This design comes from an exercise in tuning for small area, a short achievable clock period and few clock cycles per item on the open sky130 flow, not from production work.
Function was checked by simulation only, so behaviour that the tests miss may differ from the original.

## flow/design.v

```verilog
module aes_8_bit (rst, clk, key_in, d_in, d_out, d_vld);
    input rst, clk;
    input [7:0] key_in;
    input [7:0] d_in;
    output reg [7:0] d_out;
    output reg d_vld;
    reg [6:0] cnt;
    always @(posedge clk) begin
        if (rst) cnt <= 7'd0;
        else if (cnt != 7'd127) cnt <= cnt + 7'd1;
    end
    localparam CW = 27;
    localparam [CW-1:0] CW0 = 27'b100000000000000000000000000;
    wire [CW-1:0] nx;
    assign nx[0] = (cnt == 7'd76) | (cnt == 7'd78) | (cnt == 7'd80) | (cnt == 7'd82) | (cnt == 7'd84) | (cnt == 7'd86) | (cnt == 7'd88) | (cnt == 7'd90);
    assign nx[1] = (cnt == 7'd77) | (cnt == 7'd78) | (cnt == 7'd81) | (cnt == 7'd82) | (cnt == 7'd85) | (cnt == 7'd86) | (cnt == 7'd89) | (cnt == 7'd90);
    assign nx[2] = (cnt == 7'd75) | (cnt == 7'd76) | (cnt == 7'd77) | (cnt == 7'd78) | (cnt == 7'd79) | (cnt == 7'd80) | (cnt == 7'd81) | (cnt == 7'd82) | (cnt == 7'd83) | (cnt == 7'd84) | (cnt == 7'd85) | (cnt == 7'd86) | (cnt == 7'd87) | (cnt == 7'd88) | (cnt == 7'd89) | (cnt == 7'd90);
    assign nx[3] = (cnt == 7'd1) | (cnt == 7'd5) | (cnt == 7'd9) | (cnt == 7'd13) | (cnt == 7'd25) | (cnt == 7'd26) | (cnt == 7'd27) | (cnt == 7'd28) | (cnt == 7'd31) | (cnt == 7'd32) | (cnt == 7'd33) | (cnt == 7'd34) | (cnt == 7'd37) | (cnt == 7'd38) | (cnt == 7'd39) | (cnt == 7'd40) | (cnt == 7'd43) | (cnt == 7'd44) | (cnt == 7'd45) | (cnt == 7'd46) | (cnt == 7'd49) | (cnt == 7'd50) | (cnt == 7'd51) | (cnt == 7'd52) | (cnt == 7'd55) | (cnt == 7'd56) | (cnt == 7'd57) | (cnt == 7'd58) | (cnt == 7'd61) | (cnt == 7'd62) | (cnt == 7'd63) | (cnt == 7'd64) | (cnt == 7'd67) | (cnt == 7'd68) | (cnt == 7'd69) | (cnt == 7'd70) | (cnt == 7'd73) | (cnt == 7'd74) | (cnt == 7'd75) | (cnt == 7'd76);
    assign nx[4] = (cnt == 7'd2) | (cnt == 7'd6) | (cnt == 7'd10) | (cnt == 7'd14) | (cnt == 7'd25) | (cnt == 7'd26) | (cnt == 7'd27) | (cnt == 7'd28) | (cnt == 7'd31) | (cnt == 7'd32) | (cnt == 7'd33) | (cnt == 7'd34) | (cnt == 7'd37) | (cnt == 7'd38) | (cnt == 7'd39) | (cnt == 7'd40) | (cnt == 7'd43) | (cnt == 7'd44) | (cnt == 7'd45) | (cnt == 7'd46) | (cnt == 7'd49) | (cnt == 7'd50) | (cnt == 7'd51) | (cnt == 7'd52) | (cnt == 7'd55) | (cnt == 7'd56) | (cnt == 7'd57) | (cnt == 7'd58) | (cnt == 7'd61) | (cnt == 7'd62) | (cnt == 7'd63) | (cnt == 7'd64) | (cnt == 7'd67) | (cnt == 7'd68) | (cnt == 7'd69) | (cnt == 7'd70) | (cnt == 7'd73) | (cnt == 7'd74) | (cnt == 7'd75) | (cnt == 7'd76);
    assign nx[5] = (cnt == 7'd3) | (cnt == 7'd7) | (cnt == 7'd11) | (cnt == 7'd15) | (cnt == 7'd25) | (cnt == 7'd26) | (cnt == 7'd27) | (cnt == 7'd28) | (cnt == 7'd31) | (cnt == 7'd32) | (cnt == 7'd33) | (cnt == 7'd34) | (cnt == 7'd37) | (cnt == 7'd38) | (cnt == 7'd39) | (cnt == 7'd40) | (cnt == 7'd43) | (cnt == 7'd44) | (cnt == 7'd45) | (cnt == 7'd46) | (cnt == 7'd49) | (cnt == 7'd50) | (cnt == 7'd51) | (cnt == 7'd52) | (cnt == 7'd55) | (cnt == 7'd56) | (cnt == 7'd57) | (cnt == 7'd58) | (cnt == 7'd61) | (cnt == 7'd62) | (cnt == 7'd63) | (cnt == 7'd64) | (cnt == 7'd67) | (cnt == 7'd68) | (cnt == 7'd69) | (cnt == 7'd70) | (cnt == 7'd73) | (cnt == 7'd74) | (cnt == 7'd75) | (cnt == 7'd76);
    assign nx[6] = (cnt == 7'd4) | (cnt == 7'd8) | (cnt == 7'd12) | (cnt == 7'd16) | (cnt == 7'd25) | (cnt == 7'd26) | (cnt == 7'd27) | (cnt == 7'd28) | (cnt == 7'd31) | (cnt == 7'd32) | (cnt == 7'd33) | (cnt == 7'd34) | (cnt == 7'd37) | (cnt == 7'd38) | (cnt == 7'd39) | (cnt == 7'd40) | (cnt == 7'd43) | (cnt == 7'd44) | (cnt == 7'd45) | (cnt == 7'd46) | (cnt == 7'd49) | (cnt == 7'd50) | (cnt == 7'd51) | (cnt == 7'd52) | (cnt == 7'd55) | (cnt == 7'd56) | (cnt == 7'd57) | (cnt == 7'd58) | (cnt == 7'd61) | (cnt == 7'd62) | (cnt == 7'd63) | (cnt == 7'd64) | (cnt == 7'd67) | (cnt == 7'd68) | (cnt == 7'd69) | (cnt == 7'd70) | (cnt == 7'd73) | (cnt == 7'd74) | (cnt == 7'd75) | (cnt == 7'd76);
    assign nx[7] = (cnt == 7'd1) | (cnt == 7'd2) | (cnt == 7'd3) | (cnt == 7'd4) | (cnt == 7'd25) | (cnt == 7'd31) | (cnt == 7'd37) | (cnt == 7'd43) | (cnt == 7'd49) | (cnt == 7'd55) | (cnt == 7'd61) | (cnt == 7'd67) | (cnt == 7'd73);
    assign nx[8] = (cnt == 7'd5) | (cnt == 7'd6) | (cnt == 7'd7) | (cnt == 7'd8) | (cnt == 7'd26) | (cnt == 7'd32) | (cnt == 7'd38) | (cnt == 7'd44) | (cnt == 7'd50) | (cnt == 7'd56) | (cnt == 7'd62) | (cnt == 7'd68) | (cnt == 7'd74);
    assign nx[9] = (cnt == 7'd9) | (cnt == 7'd10) | (cnt == 7'd11) | (cnt == 7'd12) | (cnt == 7'd27) | (cnt == 7'd33) | (cnt == 7'd39) | (cnt == 7'd45) | (cnt == 7'd51) | (cnt == 7'd57) | (cnt == 7'd63) | (cnt == 7'd69) | (cnt == 7'd75);
    assign nx[10] = (cnt == 7'd13) | (cnt == 7'd14) | (cnt == 7'd15) | (cnt == 7'd16) | (cnt == 7'd28) | (cnt == 7'd34) | (cnt == 7'd40) | (cnt == 7'd46) | (cnt == 7'd52) | (cnt == 7'd58) | (cnt == 7'd64) | (cnt == 7'd70) | (cnt == 7'd76);
    assign nx[11] = (cnt == 7'd17) | (cnt == 7'd18) | (cnt == 7'd19) | (cnt == 7'd20) | (cnt == 7'd65);
    assign nx[12] = (cnt == 7'd23) | (cnt == 7'd65) | (cnt == 7'd71);
    assign nx[13] = (cnt == 7'd29) | (cnt == 7'd71);
    assign nx[14] = (cnt == 7'd35) | (cnt == 7'd65);
    assign nx[15] = (cnt == 7'd41) | (cnt == 7'd65) | (cnt == 7'd71);
    assign nx[16] = (cnt == 7'd47) | (cnt == 7'd71);
    assign nx[17] = (cnt == 7'd53);
    assign nx[18] = (cnt == 7'd59);
    assign nx[19] = (cnt == 7'd78) | (cnt == 7'd82) | (cnt == 7'd86) | (cnt == 7'd90);
    assign nx[20] = (cnt == 7'd17) | (cnt == 7'd23) | (cnt == 7'd29) | (cnt == 7'd35) | (cnt == 7'd41) | (cnt == 7'd47) | (cnt == 7'd53) | (cnt == 7'd59) | (cnt == 7'd65) | (cnt == 7'd71);
    assign nx[21] = (cnt == 7'd17) | (cnt == 7'd18) | (cnt == 7'd19) | (cnt == 7'd20) | (cnt == 7'd23) | (cnt == 7'd24) | (cnt == 7'd25) | (cnt == 7'd26) | (cnt == 7'd29) | (cnt == 7'd30) | (cnt == 7'd31) | (cnt == 7'd32) | (cnt == 7'd35) | (cnt == 7'd36) | (cnt == 7'd37) | (cnt == 7'd38) | (cnt == 7'd41) | (cnt == 7'd42) | (cnt == 7'd43) | (cnt == 7'd44) | (cnt == 7'd47) | (cnt == 7'd48) | (cnt == 7'd49) | (cnt == 7'd50) | (cnt == 7'd53) | (cnt == 7'd54) | (cnt == 7'd55) | (cnt == 7'd56) | (cnt == 7'd59) | (cnt == 7'd60) | (cnt == 7'd61) | (cnt == 7'd62) | (cnt == 7'd65) | (cnt == 7'd66) | (cnt == 7'd67) | (cnt == 7'd68) | (cnt == 7'd71) | (cnt == 7'd72) | (cnt == 7'd73) | (cnt == 7'd74);
    assign nx[22] = (cnt == 7'd24) | (cnt == 7'd26) | (cnt == 7'd30) | (cnt == 7'd32) | (cnt == 7'd36) | (cnt == 7'd38) | (cnt == 7'd42) | (cnt == 7'd44) | (cnt == 7'd48) | (cnt == 7'd50) | (cnt == 7'd54) | (cnt == 7'd56) | (cnt == 7'd60) | (cnt == 7'd62) | (cnt == 7'd66) | (cnt == 7'd68) | (cnt == 7'd72) | (cnt == 7'd74) | (cnt == 7'd79) | (cnt == 7'd80) | (cnt == 7'd81) | (cnt == 7'd82) | (cnt == 7'd87) | (cnt == 7'd88) | (cnt == 7'd89) | (cnt == 7'd90);
    assign nx[23] = (cnt == 7'd25) | (cnt == 7'd26) | (cnt == 7'd31) | (cnt == 7'd32) | (cnt == 7'd37) | (cnt == 7'd38) | (cnt == 7'd43) | (cnt == 7'd44) | (cnt == 7'd49) | (cnt == 7'd50) | (cnt == 7'd55) | (cnt == 7'd56) | (cnt == 7'd61) | (cnt == 7'd62) | (cnt == 7'd67) | (cnt == 7'd68) | (cnt == 7'd73) | (cnt == 7'd74) | (cnt == 7'd83) | (cnt == 7'd84) | (cnt == 7'd85) | (cnt == 7'd86) | (cnt == 7'd87) | (cnt == 7'd88) | (cnt == 7'd89) | (cnt == 7'd90);
    assign nx[24] = (cnt == 7'd23) | (cnt == 7'd24) | (cnt == 7'd25) | (cnt == 7'd26) | (cnt == 7'd29) | (cnt == 7'd30) | (cnt == 7'd31) | (cnt == 7'd32) | (cnt == 7'd35) | (cnt == 7'd36) | (cnt == 7'd37) | (cnt == 7'd38) | (cnt == 7'd41) | (cnt == 7'd42) | (cnt == 7'd43) | (cnt == 7'd44) | (cnt == 7'd47) | (cnt == 7'd48) | (cnt == 7'd49) | (cnt == 7'd50) | (cnt == 7'd53) | (cnt == 7'd54) | (cnt == 7'd55) | (cnt == 7'd56) | (cnt == 7'd59) | (cnt == 7'd60) | (cnt == 7'd61) | (cnt == 7'd62) | (cnt == 7'd65) | (cnt == 7'd66) | (cnt == 7'd67) | (cnt == 7'd68) | (cnt == 7'd71) | (cnt == 7'd72) | (cnt == 7'd73) | (cnt == 7'd74);
    assign nx[25] = (cnt == 7'd15) | (cnt == 7'd21) | (cnt == 7'd27) | (cnt == 7'd33) | (cnt == 7'd39) | (cnt == 7'd45) | (cnt == 7'd51) | (cnt == 7'd57) | (cnt == 7'd63) | (cnt == 7'd69);
    assign nx[26] = (cnt == 7'd0) | (cnt == 7'd1) | (cnt == 7'd2) | (cnt == 7'd3) | (cnt == 7'd4) | (cnt == 7'd5) | (cnt == 7'd6) | (cnt == 7'd7) | (cnt == 7'd8) | (cnt == 7'd9) | (cnt == 7'd10) | (cnt == 7'd11) | (cnt == 7'd12) | (cnt == 7'd13) | (cnt == 7'd14);
    reg [CW-1:0] cw;
    always @(posedge clk) cw <= rst ? CW0 : nx;
    wire       ld      = cw[26];
    wire       p1_key  = cw[25];
    wire       p1_dat  = cw[24];
    wire [1:0] gc      = cw[23:22];
    wire       k_step  = cw[21];
    wire       k_step0 = cw[20];
    wire       k_rot   = cw[19];
    wire [7:0] rcv     = cw[18:11];
    wire [3:0] s_col   = cw[10:7];
    wire [3:0] s_row   = cw[6:3];
    wire       outp    = cw[2];
    wire [1:0] orow    = cw[1:0];
    reg [7:0] S [0:3][0:3];    
    reg [31:0] K0, K1, K2, K3;  
    reg [31:0] P1;
    reg [47:0] P2;
    function [7:0] xt;
        input [7:0] b;
        xt = {b[6:0], 1'b0} ^ (b[7] ? 8'h1b : 8'h00);
    endfunction
    wire [7:0] g0 = S[0][gc];
    reg [7:0] spare;
    always @(posedge clk) spare <= S[1][0];
    wire [1:0] gc1 = gc + 2'd1;
    wire [7:0] g1 = (gc1 == 2'd0) ? spare : S[1][gc1];
    wire [1:0] gc2 = gc + 2'd2;
    wire [1:0] gc3 = gc + 2'd3;
    wire [7:0] g2 = S[2][gc2];
    wire [7:0] g3 = S[3][gc3];
    wire [7:0] mt = g0 ^ g1 ^ g2 ^ g3;
    wire [7:0] m0 = g0 ^ mt ^ xt(g0 ^ g1);
    wire [7:0] m1 = g1 ^ mt ^ xt(g1 ^ g2);
    wire [7:0] m2 = g2 ^ mt ^ xt(g2 ^ g3);
    wire [7:0] m3 = g3 ^ mt ^ xt(g3 ^ g0);
    wire [31:0] xr = {m0, m1, m2, m3} ^ K0;      
    wire [31:0] xo = {g0, g1, g2, g3} ^ K0;      
    wire [7:0] x0in = d_in ^ key_in;
    always @(posedge clk) begin
        if (p1_dat) P1 <= xr;
        else if (p1_key) P1 <= {K3[23:16], K3[15:8], K3[7:0], K3[31:24]};
        else P1 <= {4{x0in}};
    end
    wire [47:0] mid;
    wire [31:0] sb;
    genvar l;
    generate
        for (l = 0; l < 4; l = l + 1) begin : lane
            sbox_s1 u1 (P1[31-8*l -: 8], mid[47-12*l -: 12]);
            sbox_s2 u2 (P2[47-12*l -: 12], sb[31-8*l -: 8]);
        end
    endgenerate
    always @(posedge clk) P2 <= mid;
    integer i, j;
    always @(posedge clk) begin
        for (i = 0; i < 4; i = i + 1)
            for (j = 0; j < 4; j = j + 1)
                if (s_row[i] & s_col[j]) S[i][j] <= sb[31-8*i -: 8];
    end
    wire [31:0] knew = K0 ^ (k_step0 ? (sb ^ {rcv, 24'h0}) : (k_rot ? 32'h0 : K3));
    always @(posedge clk) begin
        if (ld) begin
            case (cnt[1:0])
                2'd0: begin
                    if (cnt[3:2] != 2'd0) begin
                        K0 <= K1; K1 <= K2; K2 <= K3;
                    end
                    K3[31:24] <= key_in;
                end
                2'd1: K3[23:16] <= key_in;
                2'd2: K3[15:8] <= key_in;
                2'd3: K3[7:0] <= key_in;
            endcase
        end else if (k_step | k_rot) begin
            K0 <= K1; K1 <= K2; K2 <= K3; K3 <= knew;
        end
    end
    always @(posedge clk) begin
        d_out <= xo[31 - 8*orow -: 8];
        if (rst) d_vld <= 1'b0;
        else if (outp) d_vld <= 1'b1;
    end
endmodule
module GF_SQ_2 ( A, Q );
    input [1:0] A;
    output [1:0] Q;
    assign Q = { A[0], A[1] };
endmodule
module GF_MULS_2 ( A, ab, B, cd, Y );
    input [1:0] A;
    input ab;
    input [1:0] B;
    input cd;
    output [1:0] Y;
    wire abcd, p, q;
    assign abcd = ~(ab & cd);  
    assign p = (~(A[1] & B[1])) ^ abcd;
    assign q = (~(A[0] & B[0])) ^ abcd;
    assign Y = { p, q };
endmodule
module GF_MULS_SCL_2 ( A, ab, B, cd, Y );
    input [1:0] A;
    input ab;
    input [1:0] B;
    input cd;
    output [1:0] Y;
    wire t, p, q;
    assign t = ~(A[0] & B[0]);  
    assign p = (~(ab & cd)) ^ t;
    assign q = (~(A[1] & B[1])) ^ t;
    assign Y = { p, q };
endmodule
module GF_INV_4 ( X, Y );
input [3:0] X;
output [3:0] Y;
    wire [1:0] a, b, c, d, p, q;
    wire sa, sb, sd;  
    assign a = X[3:2];
    assign b = X[1:0];
    assign sa = a[1] ^ a[0];
    assign sb = b[1] ^ b[0];
    assign c = {  
    ~(a[1] | b[1]) ^ (~(sa & sb)) ,
    ~(sa | sb) ^ (~(a[0] & b[0])) };
    GF_SQ_2 dinv( c, d);
    assign sd = d[1] ^ d[0];
    GF_MULS_2 pmul(d, sd, b, sb, p);
    GF_MULS_2 qmul(d, sd, a, sa, q);
    assign Y = { p, q };
endmodule
module GF_MULS_4 ( A, a1, Al, Ah, aa, B, b1, Bl, Bh, bb, Q );
    input [3:0] A;
    input [1:0] a1;
    input Al;
    input Ah;
    input aa;
    input [3:0] B;
    input [1:0] b1;
    input Bl;
    input Bh;
    input bb;
    output [3:0] Q;
    wire [1:0] ph, pl, p;
    GF_MULS_2 himul(A[3:2], Ah, B[3:2], Bh, ph);
    GF_MULS_2 lomul(A[1:0], Al, B[1:0], Bl, pl);
    GF_MULS_SCL_2 summul( a1, aa, b1, bb, p);
    assign Q = { (ph ^ p), (pl ^ p) };
endmodule
module GF_INV_8 ( X, Y );
    input [7:0] X;
    output [7:0] Y;
    wire [3:0] a, b, c, d, p, q;
    wire [1:0] sa, sb, sd;  
    wire al, ah, aa, bl, bh, bb, dl, dh, dd;  
    wire c1, c2, c3;  
    assign a = X[7:4];
    assign b = X[3:0];
    assign sa = a[3:2] ^ a[1:0];
    assign sb = b[3:2] ^ b[1:0];
    assign al = a[1] ^ a[0];
    assign ah = a[3] ^ a[2];
    assign aa = sa[1] ^ sa[0];
    assign bl = b[1] ^ b[0];
    assign bh = b[3] ^ b[2];
    assign bb = sb[1] ^ sb[0];
    assign c1 = ~(ah & bh);
    assign c2 = ~(sa[0] & sb[0]);
    assign c3 = ~(aa & bb);
    assign c = { 
    (~(sa[0] | sb[0]) ^ (~(a[3] & b[3]))) ^ c1 ^ c3 ,
    (~(sa[1] | sb[1]) ^ (~(a[2] & b[2]))) ^ c1 ^ c2 ,
    (~(al | bl) ^ (~(a[1] & b[1]))) ^ c2 ^ c3 ,
    (~(a[0] | b[0]) ^ (~(al & bl))) ^ (~(sa[1] & sb[1])) ^ c2 };
    GF_INV_4 dinv( c, d);
    assign sd = d[3:2] ^ d[1:0];
    assign dl = d[1] ^ d[0];
    assign dh = d[3] ^ d[2];
    assign dd = sd[1] ^ sd[0];
    GF_MULS_4 pmul(d, sd, dl, dh, dd, b, sb, bl, bh, bb, p);
    GF_MULS_4 qmul(d, sd, dl, dh, dd, a, sa, al, ah, aa, q);
    assign Y = { p, q };
endmodule
module bSbox ( A, Q );
    input [7:0] A;
    output [7:0] Q;
    wire [7:0] B, C;
    wire R1, R2, R3, R4, R5, R6, R7, R8, R9;
    wire T1, T2, T3, T4, T5, T6, T7, T8, T9;
    assign R1 = A[7] ^ A[5] ;
    assign R2 = A[7] ^ A[4] ;
    assign R3 = A[6] ^ A[0] ;
    assign R4 = A[5] ^ R3 ;
    assign R5 = A[4] ^ R4 ;
    assign R6 = A[3] ^ A[0] ;
    assign R7 = A[2] ^ R1 ;
    assign R8 = A[1] ^ R3 ;
    assign R9 = A[3] ^ R8 ;
    assign B[7] = R7 ^ R8 ;
    assign B[6] = R5 ;
    assign B[5] = A[1] ^ R4 ;
    assign B[4] = R1 ^ R3 ;
    assign B[3] = A[1] ^ R2 ^ R6 ;
    assign B[2] = A[0] ;
    assign B[1] = R4 ;
    assign B[0] = A[2] ^ R9 ;
    GF_INV_8 inv( B, C );
    assign T1 = C[7] ^ C[3] ;
    assign T2 = C[6] ^ C[4] ;
    assign T3 = C[6] ^ C[0] ;
    assign T4 = C[5] ^ C[3] ;
    assign T5 = C[5] ^ T1 ;
    assign T6 = C[5] ^ C[1] ;
    assign T7 = C[4] ^ T6 ;
    assign T8 = C[2] ^ T4 ;
    assign T9 = C[1] ^ T2 ;
    assign Q[7] = T4 ;
    assign Q[6] = ~T1 ;
    assign Q[5] = ~T3 ;
    assign Q[4] = T5 ;
    assign Q[3] = T2 ^ T5 ;
    assign Q[2] = T3 ^ T8 ;
    assign Q[1] = ~T7 ;
    assign Q[0] = ~T9 ;
endmodule
module sbox_s1 ( A, M );
    input [7:0] A;
    output [11:0] M;  
    wire [7:0] B;
    wire R1, R2, R3, R4, R5, R6, R7, R8, R9;
    wire [3:0] a, b, c, d;
    wire [1:0] sa, sb;
    wire al, ah, aa, bl, bh, bb, c1, c2, c3;
    assign R1 = A[7] ^ A[5] ;
    assign R2 = A[7] ^ A[4] ;
    assign R3 = A[6] ^ A[0] ;
    assign R4 = A[5] ^ R3 ;
    assign R5 = A[4] ^ R4 ;
    assign R6 = A[3] ^ A[0] ;
    assign R7 = A[2] ^ R1 ;
    assign R8 = A[1] ^ R3 ;
    assign R9 = A[3] ^ R8 ;
    assign B[7] = R7 ^ R8 ;
    assign B[6] = R5 ;
    assign B[5] = A[1] ^ R4 ;
    assign B[4] = R1 ^ R3 ;
    assign B[3] = A[1] ^ R2 ^ R6 ;
    assign B[2] = A[0] ;
    assign B[1] = R4 ;
    assign B[0] = A[2] ^ R9 ;
    assign a = B[7:4];
    assign b = B[3:0];
    assign sa = a[3:2] ^ a[1:0];
    assign sb = b[3:2] ^ b[1:0];
    assign al = a[1] ^ a[0];
    assign ah = a[3] ^ a[2];
    assign aa = sa[1] ^ sa[0];
    assign bl = b[1] ^ b[0];
    assign bh = b[3] ^ b[2];
    assign bb = sb[1] ^ sb[0];
    assign c1 = ~(ah & bh);
    assign c2 = ~(sa[0] & sb[0]);
    assign c3 = ~(aa & bb);
    assign c = {
    (~(sa[0] | sb[0]) ^ (~(a[3] & b[3]))) ^ c1 ^ c3 ,
    (~(sa[1] | sb[1]) ^ (~(a[2] & b[2]))) ^ c1 ^ c2 ,
    (~(al | bl) ^ (~(a[1] & b[1]))) ^ c2 ^ c3 ,
    (~(a[0] | b[0]) ^ (~(al & bl))) ^ (~(sa[1] & sb[1])) ^ c2 };
    GF_INV_4 dinv( c, d);
    assign M = {d, a, b};
endmodule
module sbox_s2 ( M, Q );
    input [11:0] M;
    output [7:0] Q;
    wire [3:0] a, b, d, p, q;
    wire [1:0] sa, sb, sd;
    wire al, ah, aa, bl, bh, bb, dl, dh, dd;
    wire [7:0] C;
    wire T1, T2, T3, T4, T5, T6, T7, T8, T9;
    assign d = M[11:8];
    assign a = M[7:4];
    assign b = M[3:0];
    assign sa = a[3:2] ^ a[1:0];
    assign sb = b[3:2] ^ b[1:0];
    assign al = a[1] ^ a[0];
    assign ah = a[3] ^ a[2];
    assign aa = sa[1] ^ sa[0];
    assign bl = b[1] ^ b[0];
    assign bh = b[3] ^ b[2];
    assign bb = sb[1] ^ sb[0];
    assign sd = d[3:2] ^ d[1:0];
    assign dl = d[1] ^ d[0];
    assign dh = d[3] ^ d[2];
    assign dd = sd[1] ^ sd[0];
    GF_MULS_4 pmul(d, sd, dl, dh, dd, b, sb, bl, bh, bb, p);
    GF_MULS_4 qmul(d, sd, dl, dh, dd, a, sa, al, ah, aa, q);
    assign C = { p, q };
    assign T1 = C[7] ^ C[3] ;
    assign T2 = C[6] ^ C[4] ;
    assign T3 = C[6] ^ C[0] ;
    assign T4 = C[5] ^ C[3] ;
    assign T5 = C[5] ^ T1 ;
    assign T6 = C[5] ^ C[1] ;
    assign T7 = C[4] ^ T6 ;
    assign T8 = C[2] ^ T4 ;
    assign T9 = C[1] ^ T2 ;
    assign Q[7] = T4 ;
    assign Q[6] = ~T1 ;
    assign Q[5] = ~T3 ;
    assign Q[4] = T5 ;
    assign Q[3] = T2 ^ T5 ;
    assign Q[2] = T3 ^ T8 ;
    assign Q[1] = ~T7 ;
    assign Q[0] = ~T9 ;
endmodule
```

## flow/run.sh

```bash
#!/bin/bash
# synth_recipe.tcl (not shown) runs the flow's synth.tcl, then flattens the netlist and writes it again
# the make line also repeats each setting of config.mk as NAME=value (left out here)
make -C /OpenROAD-flow-scripts/flow DESIGN_CONFIG=/design/flow/config.mk WORK_HOME=/design/flow/orfs CLKGATE_MAP_FILE= SYNTH_SCRIPT=/design/flow/synth_recipe.tcl finish
```

## flow/config.mk

```make
export PLATFORM = sky130hd
export DESIGN_NAME = aes_8_bit
export DESIGN_NICKNAME = aes_8_bit
export VERILOG_FILES = /design/flow/design.v
export SDC_FILE = /design/flow/constraint.sdc
export NUM_CORES = 4
export LEC_CHECK = 0
export CAP_MARGIN = 20
export CORE_MARGIN = 2
export CORE_UTILIZATION = 40
export SETUP_SLACK_MARGIN = 4.0
export SLEW_MARGIN = 20
```

## flow/constraint.sdc

```tcl
create_clock -name core_clock -period 7.0 [get_ports {clk}]
set_input_delay 1.4000 -clock core_clock [delete_from_list [all_inputs] [get_ports {clk}]]
set_output_delay 1.4000 -clock core_clock [all_outputs]
set_load 0.01 [all_outputs]
```

==> results of run 1 <==
[layer usage]
layer,track usage (%),up-vias,part of all wire [%]
met5,0,-,0
met4,6.670,0,3.4
met3,4.053,99,7.1
met2,33.68,530,46
met1,28.79,7464,44
li1,-,7174,-
[cells by family after synthesis]
family / after synthesis / synth area share (%)
compound gates: 458 / 13.89
buf+inv: 174 / 3.315
xor+xnor: 478 / 21.49
simple gates: 425 / 9.674
fa+ha+maj: 18 / 1.013
mux: 66 / 3.194
flops: 387 / 47.42
[sequential cells by signal, indices dropped and copies added (netlist names), 27 cells and up]
register and count:
K2 32, K1 32, S 128, P1 32
cw 27, K0 32, K3 32, P2 48
[area by class of cell]
cell class / count / area, µm²
fillers: 4882 / 28260
multi-input cells: 1445 / 11800
flip-flops and latches: 387 / 10400
clock buffers: 56 / 1212
well taps: 696 / 870.8
repair buffers: 87 / 747.0
clock inverters: 26 / 281.5
inverters: 60 / 241.5
diodes: 1 / 2.502
[how the worst max path moves through the flow]
| stage | cells after the start | end |
|---|---|---|
| 6_report | 5 | d_out[3] |
| 3_3_place_gp | 13 | P2[22] |
| 3_5_place_dp | 7 | P1[31] |
| 5_1_grt | 9 | K3[24] |
| 4_1_cts | 9 | K3[26] |
| 2_1_floorplan | 15 | P2[23] |
[stage by stage]
| stage | cell area, µm² | instances | utilization [%] |
|---|---|---|---|
| global route | 25550 | 2757 | 47.48 |
| finish | 25550 | 2758 | 47.49 |
| global placement | 22560 | 2628 | 41.91 |
| detailed placement | 22560 | 2628 | 41.91 |
| floorplan | 21850 | 2006 | - |
| CTS | 24740 | 2731 | 45.96 |
[worst max-delay path: cells and delay by family, from the launching register on]
family	cells	cell delay, ns
flip-flops	1	0.73
adder cells (fa/ha/maj)	1	0.64
AO/OA/AOI/OAI	2	0.55
AND/OR/NAND/NOR	1	0.48
buffers and inverters	1	0.45
[cells in the final DEF, fill, tap and decap left out, types with 31 or more instances in the layout]
cell       synthesis  layout
nand2_1          126     126
clkbuf_16          0      46
xor2_1           139     123
dfxtp_1          131      86
xnor2_1          293     253
nand2b_1          63      62
edfxtp_1         256     256
a22oi_1           73      71
inv_1             56      53
buf_4              4      58
a21oi_1          134     126
xnor2_2           21      39
dfxtp_2            0      31
nor2_1           104      99
o21ai_0           93      84
[timing repair]
item / in CTS / in global routing
pin swaps: 19 / 26
cloned: 0 / 0
hold endpoints to repair: 0 / 0
setup buffers: 21 / 26
setup endpoints to repair: 90 / 74
gates resized for setup: 97 / 118
==> flow_summary.yaml, run 1 <==
synth:
  yosysWarnings: 2
  yosysSeqAreaShare_pct: 47.42
  synth_edf_count: 256
  yosys_most_used_dff: "edfxtp_1"
  synth.area.top_cells: "edfxtp_1 (35%), dfxtp_1 (12%), xnor2_1 (12%)"
  syn_nets: 2040
  postSynthCellCount: 2006
  synth_top_area_share_pct: 35.36
  synthTopCellsByCount: "xnor2_1 (293), edfxtp_1 (256), xor2_1 (139)"
  synth.distinct_cells: 87
  synthArstFlopShare_pct: 0
  netlist_area_um2: 21740
  yosysTopAreaCell: "edfxtp_1"
  yosysMostFrequentCell: "xnor2_1"
  synth.avg_cell_area_um2: 10.84
  ys_seq_elements: 387
route:
  routed_wl_um: 59640
  first_iter_violations: 1438
  viasPerCell: 5.536
  firstDrtPassIters: 5
  vias: 15267
  drt-wirelength-per-cell_um: 21.62
  drtAntennaViolNets: 0
  drcViolationCount: 0
hold_path:
  min_path_cells: 0
  hp-class: "reg2reg"
  hold_path.startpoint: "S[4][7]"
  whs_endpoint: "spare[7]"
clocking:
  cts_made_buffers: 44
  cts_buffer_depth: 3
  htree_num_levels: 2
  cts_tree: "yes"
  insertion_delay_ns: 0.60
  ctsHoldBuffers: 0
  cts_sinks: 387
  clkTransAtPathRegs_ns: 0.06
  cts_root_buf: "clkbuf_16"
floorplanning:
  fp-row-count: 85
  coreArea_um2: 53810
  dieArea_um2: 56240
  start_util_pct: 40.40
  die_w_um: 237.1
  io_pins: 27
  die_h_um: 237.1
setup_path:
  crit-reg2reg-capture: "d_out[3]"
  arrival_ns: 3.44
  crit_path_start_kind: "flip-flop"
  reg2reg_slack_ns: 4.01
  critical_path_class: "reg2reg"
  cpPeakStageDelay_ns: 0.73
  cp.required_ns: 7.45
  critPathCaptureType: "flip-flop"
  path_max_fanout: 11
  slowest_stage: "dfxtp_1"
  r2r-start: "cw[0]"
  crit_start: "cw[0]"
  path_cells: "inv_1 > ha_1 > nor2_2 > a32oi_1 > o22ai_1"
  reg2reg_depth: 5
timing:
  hold_viol: 0
  setup_violations: 0
  slew_violations: 0
  skew_ns: 0.03095
  worst_pin_slew_ns: 0.9666
  rsz0062_at_grt: "yes"
  whs_ns: 0.3219
  fin_crit_sh_pct: 42.73
  finalCriticalPeriod_ns: 2.991
  fmax_ghz: 0.3344
  worst_slack_ns: 4.009
  relSlewSlack_pct: 35.56
  tns_ns: 0
layout:
  drive_above_1_share_pct: 18.29
  num-nets-final: 2059
  area_growth_pct: 17.53
run:
  drv_cap: 0
placement:
  globalplace.congestion: 0.9320
  dp_slack_ns: 3.210
  port_buffers: 26
  post-dp-hpwl_um: 41640
global_route:
  grtUsageTotal_pct: 21.02
  grt_max_degree: 65
  grt_pass1_vias: 14803
  antenna_found_initial: 2
  grt_pass1_wl_um: 90540
  grt_overflow: 0
outcome:
  status: "no timing/DRC/antenna violations"
Testbench counts, summed over its fixed seeds: cycles 47,616, blocks 512.
==> run 2: changes to the inputs <==
--- a/flow/config.mk
+++ b/flow/config.mk
@@ -7,2 +7,3 @@
 export LEC_CHECK = 0
+export ABC_CLOCK_PERIOD_IN_PS = 2500
 export CAP_MARGIN = 20
@@ -10,3 +11,3 @@
 export CORE_UTILIZATION = 40
-export SETUP_SLACK_MARGIN = 4.0
+export SETUP_SLACK_MARGIN = 4.5
 export SLEW_MARGIN = 20
==> run 2 against run 1 <==
- still clean
- utilization grew 8.1 points
- count of clock-buffer cells in the layout grew 1
- design area grew 17%
- critical path depth grew 5
- setup slack gained 0.21 ns
- via count grew 7.8%
- flip-flop and latch count is the same
- die area is the same
- largest cell class unchanged
==> flow_summary.yaml, run 2 <==
floorplanning:
  die_w_um: 237.1
  io_pins: 27
  die_h_um: 237.1
  fp-row-count: 85
  coreArea_um2: 53810
  start_util_pct: 40.40
  dieArea_um2: 56240
placement:
  globalplace.congestion: 0.9064
  post-dp-hpwl_um: 42650
  port_buffers: 26
setup_path:
  critPathCaptureType: "flip-flop"
  critical_path_class: "reg2reg"
  reg2reg_depth: 10
  r2r-start: "cw[22]"
  arrival_ns: 3.22
  reg2reg_slack_ns: 4.21
  path_max_fanout: 8
  cp.required_ns: 7.43
  crit-reg2reg-capture: "P1[21]"
  crit_path_start_kind: "flip-flop"
layout:
  area_growth_pct: 37.58
  drive_above_1_share_pct: 38.25
  num-nets-final: 2280
  fin_util_pct: 55.58
  mostFrequentLayoutCells: "edfxtp_1 (256), buf_4 (200), xnor2_1 (161)"
  largest_reg_flops: 128
  top_regs: "S: 128 flops, P2: 48 flops"
  final_common_cell: "edfxtp_1"
  top_register: "S"
timing:
  tns_ns: 0
  finalCriticalPeriod_ns: 2.786
  hold_viol: 0
  skew_ns: 0.03450
  fmax_ghz: 0.3590
  fin_crit_sh_pct: 39.80
  setup_violations: 0
  rsz0062_at_grt: "yes"
  relSlewSlack_pct: 36.71
  slew_violations: 0
  worst_pin_slew_ns: 0.9493
global_route:
  grt_pass1_vias: 15581
  grt_pass1_wl_um: 95300
  grtUsageTotal_pct: 22.16
  grt_overflow: 0
  grt_max_degree: 80
  antenna_found_initial: 1
clocking:
  clkTransAtPathRegs_ns: 0.06
  ctsHoldBuffers: 0
  cts_made_buffers: 43
  cts_tree: "yes"
  cts_root_buf: "clkbuf_16"
  insertion_delay_ns: 0.60
  htree_num_levels: 2
  cts_buffer_depth: 3
  cts_sinks: 387
synth:
  synth.distinct_cells: 87
  yosysMostFrequentCell: "xnor2_1"
  netlist_area_um2: 21740
  yosysTopAreaCell: "edfxtp_1"
  yosysWarnings: 2
  synth.area.top_cells: "edfxtp_1 (35%), dfxtp_1 (12%), xnor2_1 (12%)"
  synthTopCellsByCount: "xnor2_1 (293), edfxtp_1 (256), xor2_1 (139)"
  synth.avg_cell_area_um2: 10.84
  postSynthCellCount: 2006
  syn_nets: 2040
  synth_top_area_share_pct: 35.36
  yosys_most_used_dff: "edfxtp_1"
  synthArstFlopShare_pct: 0
  synth_edf_count: 256
  yosysSeqAreaShare_pct: 47.42
  ys_seq_elements: 387
route:
  first_iter_violations: 1439
  drcViolationCount: 0
  drtAntennaViolNets: 0
  firstDrtPassIters: 8
  viasPerCell: 5.528
  drt-wirelength-per-cell_um: 22.06
  vias: 16456
  routed_wl_um: 65680
hold_path:
  whs_endpoint: "spare[5]"
  hold_path.startpoint: "S[4][5]"
  hp-class: "reg2reg"
  min_path_cells: 0
outcome:
  status: "no timing/DRC/antenna violations"
run:
  drv_cap: 0
run 2: cell counts after synthesis:
No cell type changed its count.
run 2: worst max path at each step:
| stage | cells after the start | slack [ns] | startpoint | endpoint |
|---|---|---|---|---|
| floorplan | 6 | 4.07 | cnt[0] | K0[0] |
| CTS | 9 | 4.20 | P2[47] | K3[29] |
| global placement | 9 | 3.30 | cw[22] | P1[12] |
| global route | 10 | 4.14 | P2[10] | K3[2] |
| finish | 10 | 4.21 | cw[22] | P1[21] |
| detailed placement | 9 | 3.26 | cw[22] | P1[17] |
run 2: repair_timing:
item                                    CTS  global route
endpoints found under the setup margin  267           108
gates cloned                              0             0
resized for setup                       407           253
buffers inserted                        160           109
hold endpoints to repair                  0             0
pin swaps                               144           185
run 2: final cells by class:
cell class | instances | area [µm²]
well taps | 696 | 870.8
clock buffers | 57 | 1170
diodes | 1 | 2.502
repair buffers | 309 | 2884
multi-input cells | 1445 | 14010
clock inverters | 22 | 205.2
fillers | 4396 | 23900
flip-flops and latches | 387 | 10510
inverters | 60 | 252.7
run 2: through the flow:
step                setup WS (ns)  hold slack (ns)  std cells  instance area [µm²]
floorplan                   4.071           0.3233       2006                22370
global placement            3.303           0.3244       2628                23010
detailed placement          3.258           0.3269       2628                23010
CTS                         4.202           0.3335       2867                27550
global route                4.138           0.3485       2976                29910
finish                      4.214           0.3323       2977                29910
run 2: logic make-up after synthesis:
kind of cell	after synthesis	synth area share [%]
xor gates and xnor gates	478	21.49
AOI/OAI and AO/OA	458	13.89
and+or+nand+nor	425	9.674
muxes	66	3.194
DFF	387	47.42
adders and majority gates	18	1.013
buffers and inverters	174	3.315
run 2: routing by layer:
layer  wire, µm  GRT usage, %  up-vias
met5          0             0        -
met4       1667         5.413        0
met3       4416         2.625       91
met2      31580         36.79      562
met1      28010         31.00     8209
li1           -             -     7594
run 2: worst max-delay path: stages (launching register included):
cell     delay, ns
dfxtp_4       0.38
inv_4         0.05
ha_4          0.17
buf_12        0.13
or4_4         0.65
buf_12        0.20
a31oi_4       0.32
xor2_4        0.29
xnor2_2       0.17
xnor2_1       0.16
a21oi_1       0.11

[re-timing with driven ports]
How much do the figures lean on ideal ports? The routed layouts below were timed once more, with nothing changed but the port constraints. Step 1 (the two cells are an assumption about what drives the block):
set clk [get_ports {clk}]
set_driving_cell -lib_cell sky130_fd_sc_hd__clkbuf_16 $clk
set_driving_cell -lib_cell sky130_fd_sc_hd__buf_2 [delete_from_list [all_inputs] $clk]
Step 2 times the ports against the registers' clock, not the clock port: input delays grow and output delays shrink by t, the midpoint of the rising clock arrivals with the driver on. a / b / c = ideal / step 1 / step 2; a / b = the first two.
| run | shift t [ns] | setup WS [ns] | worst setup path after step 2 | latest minus earliest clock arrival (ns) | slew at the worst register clock pin (ns) |
|---|---|---|---|---|---|
| run 1 | 0.637 | 4.009 / 4.009 / 4.009 | register to register | 0.032 / 0.032 | 0.07 / 0.07 |
| run 2 | 0.641 | 4.214 / 4.214 / 4.141 | input to register | 0.035 / 0.035 | 0.07 / 0.07 |
After both steps every run listed still meets setup and hold. The setup slack of run 2, which loses most, moves by 0.000 ns with the drivers and by -0.073 ns with both steps.
